Source: an optimization exercise on an open RTL-to-GDS flow (aim: small area). Production flows keep margins and buffers that such runs may drop. The RTL was checked by simulation tests, not by an equivalence proof against the original design. No activity file was given, so power comes from the tool's default toggle rates.

===== flow/config.mk =====
export PLATFORM = sky130hd
export DESIGN_NAME = HandwashSensor
export DESIGN_NICKNAME = HandwashSensor
export VERILOG_FILES = /design/flow/design.v
export SDC_FILE = /design/flow/constraint.sdc
export NUM_CORES = 4
export LEC_CHECK = 0
export CAP_MARGIN = 20
export CORE_MARGIN = 2
export CORE_UTILIZATION = 40
export SLEW_MARGIN = 20

===== flow/constraint.sdc =====
create_clock -name core_clock -period 7.0 [get_ports {clk}]
set_input_delay 1.4000 -clock core_clock [delete_from_list [all_inputs] [get_ports {clk}]]
set_output_delay 1.4000 -clock core_clock [all_outputs]
set_load 0.01 [all_outputs]

===== flow/design.v =====
module HandwashSensor(
    input clk,
    input reset,
    input acceptLeftHandDistance,
    input [15:0] leftHandDistance,
    input acceptLeftHandGain,
    input [7:0] leftHandGain,
    input acceptRightHandDistance,
    input [15:0] rightHandDistance,
    input acceptRightHandGain,
    input [7:0] rightHandGain,
    output waterOn
);
reg [15:0] leftHandDistanceHeld;
 always@(posedge clk)  begin
     if(reset)
         leftHandDistanceHeld <= 0;
     else if(acceptLeftHandDistance)
         leftHandDistanceHeld <= leftHandDistance;
     else
         leftHandDistanceHeld <= leftHandDistanceHeld;
 end
reg [7:0] leftHandGainHeld;
 always@(posedge clk)  begin
     if(reset)
         leftHandGainHeld <= 0;
     else if(acceptLeftHandGain)
         leftHandGainHeld <= leftHandGain;
     else
         leftHandGainHeld <= leftHandGainHeld;
 end
reg [15:0] rightHandDistanceHeld;
 always@(posedge clk)  begin
     if(reset)
         rightHandDistanceHeld <= 0;
     else if(acceptRightHandDistance)
         rightHandDistanceHeld <= rightHandDistance;
     else
         rightHandDistanceHeld <= rightHandDistanceHeld;
 end
reg [7:0] rightHandGainHeld;
 always@(posedge clk)  begin
     if(reset)
         rightHandGainHeld <= 0;
     else if(acceptRightHandGain)
         rightHandGainHeld <= rightHandGain;
     else
         rightHandGainHeld <= rightHandGainHeld;
 end
wire [15:0] leftHand;
 wire [23:0] leftHandDistanceHeld_Mult_leftHandGainHeld;
 DSP48_AxB dsp_leftHandDistanceHeld_Mult_leftHandGainHeld(
     .CLK(clk),
     .A({ {9{1'b0}}, leftHandDistanceHeld}),
     .B({ {10{1'b0}}, leftHandGainHeld}),
     .P(leftHandDistanceHeld_Mult_leftHandGainHeld)
 );
 reg [16:0] leftHandDistanceHeld_Mult_leftHandGainHeld_ShiftR_7;
 always@(posedge clk) begin
     if(reset)
         leftHandDistanceHeld_Mult_leftHandGainHeld_ShiftR_7 <= 0;
     else
         leftHandDistanceHeld_Mult_leftHandGainHeld_ShiftR_7 <= leftHandDistanceHeld_Mult_leftHandGainHeld >> 7;
 end
 assign leftHand = leftHandDistanceHeld_Mult_leftHandGainHeld_ShiftR_7;
wire [15:0] rightHand;
 wire [23:0] rightHandDistanceHeld_Mult_rightHandGainHeld;
 DSP48_AxB dsp_rightHandDistanceHeld_Mult_rightHandGainHeld(
     .CLK(clk),
     .A({ {9{1'b0}}, rightHandDistanceHeld}),
     .B({ {10{1'b0}}, rightHandGainHeld}),
     .P(rightHandDistanceHeld_Mult_rightHandGainHeld)
 );
 reg [16:0] rightHandDistanceHeld_Mult_rightHandGainHeld_ShiftR_7;
 always@(posedge clk) begin
     if(reset)
         rightHandDistanceHeld_Mult_rightHandGainHeld_ShiftR_7 <= 0;
     else
         rightHandDistanceHeld_Mult_rightHandGainHeld_ShiftR_7 <= rightHandDistanceHeld_Mult_rightHandGainHeld >> 7;
 end
 assign rightHand = rightHandDistanceHeld_Mult_rightHandGainHeld_ShiftR_7;
parameter threshold = 1500;
assign waterOn = leftHand != 0 && rightHand != 0 && (leftHand < threshold || rightHand < threshold);
endmodule
module DSP48_AxB
   (CLK,
    A,
    B,
    P);
  input CLK;
  input [24:0]A;
  input [17:0]B;
  output [42:0]P;
assign P = A*B;
endmodule

===== flow/run.sh =====
#!/bin/bash
# synth_recipe.tcl (not shown) runs the flow's synth.tcl, then flattens the netlist and writes it again
# the make line also repeats each setting of config.mk as NAME=value (left out here)
make -C /OpenROAD-flow-scripts/flow DESIGN_CONFIG=/design/flow/config.mk WORK_HOME=/design/flow/orfs CLKGATE_MAP_FILE= SYNTH_SCRIPT=/design/flow/synth_recipe.tcl finish

==> qor.csv <==
stage,metric,value,unit
cts,cts_setup_buffers,0,
synthesis,synth_edf_count,0,
worst_setup_path,path_class,reg -> reg,
synthesis,synthFlopType,dfxtp_1,
route,antenna_left,0,
cts,root_buffer,clkbuf_16,
global_routing,overflow,0,
route,num_vias,7281,
timing,tightest_slew,0.973,ns
timing,min_period_over_period,0.729,
cells_and_area,final_util,0.451,
cts,clk_latency,0.37,ns
cts,clkSinkCount,80,
pwr,power.leakage,5.63,nW
pwr,vdd_drop_max,0.0000885,V
worst_setup_path,timing.critical_path.max_delay_family,adder cells,
cells_and_area,nFillCells,2487,
global_routing,grt_pass1_vias,7739,
cts,cts_tree,built,
timing,rsz0062_at_grt,no,
worst_setup_path,critPathArrivalTime,5.35,ns
worst_setup_path,worst_path_largest_cell_delay,0.62,ns
route,wl_met1,9980,um
synthesis,syn_inst,1139,
timing,min_period,5.10,ns
pwr,p_per_area,124,nW/um2
floorplan,start_util,0.407,
synthesis,synthSimpleGateAreaFrac,0.207,
timing,fin_worst_skew,0.0152,ns
pwr,p_comb_frac,0.241,
route,wl_per_cell,14.5,um
placement,place_inst,1485,
route,drc,0,
worst_setup_path,cp.required,7.25,ns
cells_and_area,finalNetCount,1462,
pwr,p_int,0.941,mW
run_status,outcome,timing/DRC/antenna clean,
timing,fmax,196,MHz
worst_setup_path,start_kind,flop,
floorplan,fp.coreArea,25200,um2
run,drv_cap,0,
worst_setup_path,cp-end-kind,flop,
synthesis,yosys_warnings,3,
pwr,pwr-share-clk,0.371,
pwr,p_total,1.41,mW
floorplan,die_x,164,um
worst_setup_path,cpMaxStageDelayCell,dfxtp_1,
synthesis,ys_async_sr_fraction,0,
global_routing,grt_pass1_wl,37800,um
route,drt_wl_total,21700,um
cells_and_area,n_antenna_cell,0,
synthesis,ys_ff_latch,80,
timing,setup_tns,0,ns
timing,finalMaxSlewViolations,0,
synthesis,synth-compound-area-share,0.0609,
cts,htree_levels,3,
pwr,switching_power,0.468,mW
synthesis,synth_top_family_by_area,adder cells,
global_routing,grt_max_degree,88,
synthesis,synth_nets,1435,
floorplan,fp.dieArea,26900,um2
cts,cts_made_buffers,9,
floorplan,die-height,164,um
timing,finalHoldViolations,0,
route,initialDrtViolationCount,286,
worst_setup_path,crit_fanout,17,
worst_setup_path,path_buf_inv,3,
timing,maxSlewHeadroom,0.349,
route,first_pass_iters,4,
global_routing,antenna_found_initial,0,
worst_hold_path,hold_class,reg -> reg,
synthesis,synth.distinct_cells,53,
route,highest_layer,met4,
worst_setup_path,path_common_cell,fa_1,
placement,portBuffers,54,
floorplan,core.rowCount,58,
global_routing,grtUsageTotal,0.177,
route,wl_met2,10900,um
route,wl_met3,542,um
cells_and_area,drive_gt1_frac,0.0222,
placement,gp_congestion,0.833,
synthesis,syn_area_per_cell,8.99,um2
cts,cts_resized,0,
cts,cts_hold_buf,0,
synthesis,yosys.area_share.xor_xnor,0.0265,
cells_and_area,stdcell_count,1501,
synthesis,synthAdderAreaFrac,0.416,
timing,final-setup-viol-count,0,
floorplan,io_pins,55,
placement,dp_hpwl,17400,um
route,viasPerCell,4.85,
cts,cts_buffer_depth,2,
synthesis,synthMuxAreaShare,0.0502,
pwr,p_sw_frac,0.332,
synthesis,yosysSeqAreaShare,0.156,
cts,cts.clk_slew.worst_paths,0.08,ns
worst_setup_path,crit_chain,"nand2_1, fa_1, fa_1, inv_1, fa_1, inv_1, fa_1, inv_1, ha_1, a21oi_1, o21ai_0, a221oi_4, o21bai_1, a41o_1, a21oi_1, mux2_2",
pwr,p_seq_frac,0.388,
synthesis,syn-cell-area,10200,um2
cells_and_area,syn2layout_area_growth,11.0,%
## path summary, 6_finish.rpt
| path | to | from | slack (ns) | cells after the start |
|---|---|---|---|---|
| worst min register to register | rightHandDistanceHeld[0]$_SDFFE_PP0P_ | rightHandDistanceHeld[0]$_SDFFE_PP0P_ | 0.62 | 2 |
| worst max-delay path | flop | leftHandGainHeld[2]$_SDFFE_PP0P_ | 1.90 | 16 |
| worst min-delay path | rightHandDistanceHeld[0]$_SDFFE_PP0P_ | rightHandDistanceHeld[0]$_SDFFE_PP0P_ | 0.62 | 2 |
| worst max register to register | flop | leftHandGainHeld[2]$_SDFFE_PP0P_ | 1.90 | 16 |
## power groups by stage
stage          clock, mW  combinational [mW]  sequential [mW]
2_1_floorplan          0               0.261            0.519
4_1_cts            0.540               0.347            0.547
6_report           0.522               0.339            0.547
3_5_place_dp           0               0.345            0.557
3_3_place_gp           0               0.342            0.557
5_1_grt            0.558               0.394            0.554
## sequential cells by signal, indices dropped and copies added (netlist names)
register                                               flops
rightHandDistanceHeld                                     16
leftHandGainHeld                                           8
rightHandGainHeld                                          8
leftHandDistanceHeld_Mult_leftHandGainHeld_ShiftR_7       16
rightHandDistanceHeld_Mult_rightHandGainHeld_ShiftR_7     16
leftHandDistanceHeld                                      16
## layout by cell type (no fill, tap or decap), types with 7 or more instances in the layout
cell type	instances
a21o_1	9
a21oi_1	30
and2_1	169
clkbuf_16	9
clkdlybuf4s50_1	53
dfxtp_1	80
fa_1	164
ha_1	78
inv_1	189
mux2i_1	48
nand2_1	105
nand3_1	9
nor2_1	93
nor2b_1	7
o21ai_0	18
xnor2_1	19
xor2_1	12
## worst min-delay path: stages, from the launching register on
cell     delay, ns
dfxtp_1       0.38
mux2i_1       0.15
nor2_1        0.05
## per-layer routing
layer / global-route usage / up-vias
li1: - / 3585
met1: 0.223 / 3573
met2: 0.318 / 101
met3: 0.0250 / 22
met4: 0.0443 / 0
met5: 0 / -
## stage by stage
step                setup WS (ns)  hold WS, ns  cell area [um2]
floorplan                    2.24        0.529            10200
global placement             2.05        0.614            11000
detailed placement           1.91        0.622            11000
CTS                          1.87        0.634            11400
global route                 1.58        0.669            11400
finish                       1.90        0.622            11400
## synthesized netlist by cell type, types with 5 or more instances
master,instances,area share
a21o_1,9,0.0066
nand2_1,105,0.038
xor2_1,12,0.010
inv_1,189,0.069
ha_1,78,0.095
fa_1,164,0.32
o21ai_0,18,0.0088
and3_1,6,0.0037
o21bai_1,6,0.0044
nor3_1,6,0.0029
nor2_1,93,0.034
dfxtp_1,80,0.16
nand3_1,9,0.0044
nor2b_1,7,0.0043
clkbuf_1,31,0.011
mux2i_1,48,0.047
buf_1,8,0.0029
nor4_1,5,0.0031
a21oi_1,30,0.015
and2_1,169,0.10
xnor2_1,19,0.016
## logic make-up (layout without fill, tap and decap cells)
group                      after synthesis  count (layout)
and+or+nand+nor                        416             416
buffers and inverters                  228             260
DFF                                     80              80
AOI/OAI and AO/OA                       91              91
xor gates and xnor gates                31              31
muxes                                   51              51
adders and majority gates              242             242
## final cells by class
class	instances	area, um2	share of cell area
inverters	189	709	0.0624
clock buffers	10	239	0.0210
flip-flops and latches	80	1600	0.141
repair buffers	55	543	0.0478
multi-input cells	831	7780	0.685
well taps	330	413	0.0363
clock inverters	6	73.8	0.00650

-- static timing again, ports no longer ideal --
No port has a modelled driver above. Below, the same layout with a new extraction and two added sets of constraints.
Step 1: set_driving_cell puts a clkbuf_16 on clk and a buf_2 on each other input, an assumption about the parent block.
Step 2 also shifts input and output timing later by t, the mid clock arrival at the registers, as if the neighbouring blocks saw the same clock.
a / b / c = no drivers / after step 1 / after step 2; a / b = the first two.
shift t [ns]: 0.406
setup WS [ns]: 1.897 / 1.897 / 1.897
slew at the worst register clock pin (ns): 0.08 / 0.08
worst slew at a driven data input, ns: 0.06
pins driven straight from the clock port: 1
After both steps setup and hold are still met in this run. The setup slack of this run moves by 0.000 ns with the drivers and by 0.000 ns with both steps.
